Source: an optimization exercise on an open RTL-to-GDS flow (aim: small area and a short achievable clock period). Production flows keep margins and buffers that such runs may drop. The RTL was checked by simulation tests, not by an equivalence proof against the original design. Power and IR drop assume default switching activity.

## red
==> module RMS, before the edit <==
module RMS
   (input  wire  signed [7:0] s_TDATA,
    input  wire  s_TVALID,
    output logic [7:0] rms_TDATA,
    output logic filled,
    input  wire  clk, reset_n);
    localparam NPAIRS = 126;
    function automatic [22:0] sqparts(input [7:0] x);
        logic signed [4:0] h;
        logic signed [4:0] l;
        logic signed [9:0] hh, hl, ll;
        h  = {x[7], x[7:4]};
        l  = {1'b0, x[3:0]};
        hh = h * h;
        ll = l * l;
        hl = h * l;
        sqparts = {hl[7:0], hh[6:0], ll[7:0]};
    endfunction
    function automatic [14:0] sqjoin(input [22:0] p);
        logic [15:0] s;
        s = {1'b0, p[14:0]} + {{3{p[22]}}, p[22:15], 5'd0};
        sqjoin = s[14:0];
    endfunction
    function automatic [14:0] pack(input [7:0] a, input [7:0] b);
        if (a[7])      pack = {2'b10, 5'd0, b};
        else if (b[7]) pack = {2'b11, 6'd0, a[6:0]};
        else           pack = {1'b0, a[6:0], b[6:0]};
    endfunction
    function automatic [15:0] unpack(input [14:0] p);    
        if (!p[14])     unpack = {1'b0, p[13:7], 1'b0, p[6:0]};
        else if (!p[13]) unpack = {8'd128, p[7:0]};
        else            unpack = {1'b0, p[6:0], 8'd128};
    endfunction
    logic signed [7:0] x0;
    logic v0, v1;
    always_ff @(posedge clk) begin
        if (~reset_n) begin
            v0 <= 1'b0;
            v1 <= 1'b0;
        end else begin
            v0 <= s_TVALID;
            v1 <= v0;
        end
    end
    logic ph;
    always_ff @(posedge clk)
        if (~reset_n)  ph <= 1'b0;
        else if (v1)   ph <= ~ph;
    logic [7:0] held;
    always_ff @(posedge clk)
        if (v1 & ~ph) held <= a1;
    logic [15*NPAIRS-1:0] psr;
    logic [15:0] last_ab;
    logic [45:0] last_p;       
    logic [14:0] tail_a, tail_b;
    assign last_ab = unpack(psr[15*NPAIRS-1 -: 15]);
    always_ff @(posedge clk)
        if (v1 & ph) begin
            psr    <= {psr[15*(NPAIRS-1)-1:0], pack(held, a1)};
            last_p <= {sqparts(last_ab[15:8]), sqparts(last_ab[7:0])};
            tail_a <= sqjoin(last_p[45:23]);
            tail_b <= sqjoin(last_p[22:0]);
        end
    logic [8:0] cntr;
    assign filled = cntr[8];
    always_ff @(posedge clk)
        if (~reset_n)
            cntr <= '0;
        else if (v1 & ~filled)
            cntr <= cntr + 1'b1;
    logic [22:0] x0_p;
    logic [14:0] tail_now, tail_next, next_a;
    logic        filled_next;
    assign x0_p        = sqparts(x0);
    assign next_a      = sqjoin(last_p[45:23]);
    assign tail_now    = ph ? tail_b : tail_a;
    assign tail_next   = ~v1 ? tail_now : ph ? next_a : tail_b;
    assign filled_next = filled | (v1 & (cntr == 9'd255));
    logic [7:0]  a1;
    logic [15:0] delta;        
    always_ff @(posedge clk) begin
        x0    <= s_TDATA;
        a1    <= x0[7] ? 8'd0 - x0 : x0;
        delta <= {1'b0, x0_p[14:0]} + {{3{x0_p[22]}}, x0_p[22:15], 5'd0}
               - {1'b0, (filled_next ? tail_next : 15'd0)};
    end
    logic [22:0] sum;
    always_ff @(posedge clk)
        if (~reset_n)
            sum <= '0;
        else if (v1)
            sum <= sum + {{7{delta[15]}}, delta};
    isqrt_pipe sqrt0 (.clk(clk), .x(sum[22:8]), .root(rms_TDATA));
endmodule
clock: 12.5 ns
lec_check: 0
cap_margin: 20
core_margin: 2
core_utilization: 40
cts_cluster_diameter: 100
cts_cluster_size: 30
slew_margin: 20
standard.sh (not shown) runs the stock make flow with config.mk's settings and CLKGATE_MAP_FILE= SYNTH_SCRIPT=/design/flow/synth_recipe.tcl, a recipe that flattens the netlist after the stock synthesis.
==> flow/flow/run.sh <==
#!/bin/bash
set -euo pipefail
bash standard.sh SETUP_SLACK_MARGIN=8.8 finish > flow_make.log 2>&1
--- input diff red..blue ---
-- flow/design.v --
<<< red, line 197
    endfunction
    logic signed [7:0] x0;
    logic v0, v1;
    always_ff @(posedge clk) begin
        if (~reset_n) begin
>>> blue, line 197
    endfunction
    logic signed [7:0] x0;
    logic [7:0] a1;
    logic v0, v1;
    logic [22:0] sqp1;
    always_ff @(posedge clk) begin
        if (~reset_n) begin
<<< red, line 206
            v1 <= v0;
        end
    end
    logic ph;
>>> blue, line 208
            v1 <= v0;
        end
    end
    always_ff @(posedge clk) begin
        x0   <= s_TDATA;
        a1   <= x0[7] ? 8'd0 - x0 : x0;
        sqp1 <= sqparts(x0);
    end
    logic ph;
<<< red, line 233
        else if (v1 & ~filled)
            cntr <= cntr + 1'b1;
    logic [22:0] x0_p;
    logic [14:0] tail_now, tail_next, next_a;
    logic        filled_next;
    assign x0_p        = sqparts(x0);
    assign next_a      = sqjoin(last_p[45:23]);
    assign tail_now    = ph ? tail_b : tail_a;
    assign tail_next   = ~v1 ? tail_now : ph ? next_a : tail_b;
    assign filled_next = filled | (v1 & (cntr == 9'd255));
    logic [7:0]  a1;
    logic [15:0] delta;        
    always_ff @(posedge clk) begin
        x0    <= s_TDATA;
        a1    <= x0[7] ? 8'd0 - x0 : x0;
        delta <= {1'b0, x0_p[14:0]} + {{3{x0_p[22]}}, x0_p[22:15], 5'd0}
               - {1'b0, (filled_next ? tail_next : 15'd0)};
    end
    logic [22:0] sum;
    always_ff @(posedge clk)
>>> blue, line 240
        else if (v1 & ~filled)
            cntr <= cntr + 1'b1;
    logic [14:0] tail;
    assign tail = ~filled ? 15'd0 : ph ? tail_b : tail_a;
    logic [22:0] sum;
    always_ff @(posedge clk)
<<< red, line 254
            sum <= '0;
        else if (v1)
            sum <= sum + {{7{delta[15]}}, delta};
    isqrt_pipe sqrt0 (.clk(clk), .x(sum[22:8]), .root(rms_TDATA));
endmodule
>>> blue, line 247
            sum <= '0;
        else if (v1)
            sum <= sum + {8'd0, sqp1[14:0]} + {{10{sqp1[22]}}, sqp1[22:15], 5'd0}
                       - {8'd0, tail};
    isqrt_pipe sqrt0 (.clk(clk), .x(sum[22:8]), .root(rms_TDATA));
endmodule
Findings:
- Summary of the comparison: number of signal-net buffers in the layout is lower in blue, relative to red.
- Comparing red against blue, there is no change at all in number of flops mapped to enable cells by yosys.
- In the tables for red and blue, critical path depth reads lower with blue.
- Highest achievable clock rate (blue vs. red) increases by more than 10%
- Detailed route wirelength on metal3 for blue is higher than for red.
- Summary: hold slack, blue better than red
- Compared to red, blue shows a wider setup margin.
- In terms of fraction of standard cell area in multi-input logic, blue and red differ only marginally.
- ~same cell area after synthesis in red and blue
- Between red and blue, the clock power is lower for red.
- Re cell area power density: red was lower than blue.
- Sequential power of blue exceeds that of red slightly.

what the ideal ports hide:
Ports are ideal in the flow. The routed layouts listed here were re-timed in OpenROAD.
Step 1 assumes that a clkbuf_16 drives the clock port and a buf_2 every other input.
Step 2 moves the port delays by t, midway between the first and last clock arrival at a register: inputs arrive t later, outputs are due t later. That takes back most of the time a late clock gives input paths.
a / b / c = ideal ports / drivers / drivers and shift; a / b = the first two.
run | shift t [ns] | slack for setup (ns) | worst setup path at the end | clock arrival spread, ns | worst slew at a driven data input, ns
red | 0.795 | 7.865 / 7.865 / 7.865 | register to register | 0.076 / 0.076 | 0.16
blue | 0.811 | 8.717 / 8.677 / 8.264 | input to register | 0.034 / 0.034 | 0.04
After both steps setup and hold are still met in every run listed. The setup slack of blue, which loses most, moves by -0.040 ns with the drivers and by -0.453 ns with both steps.
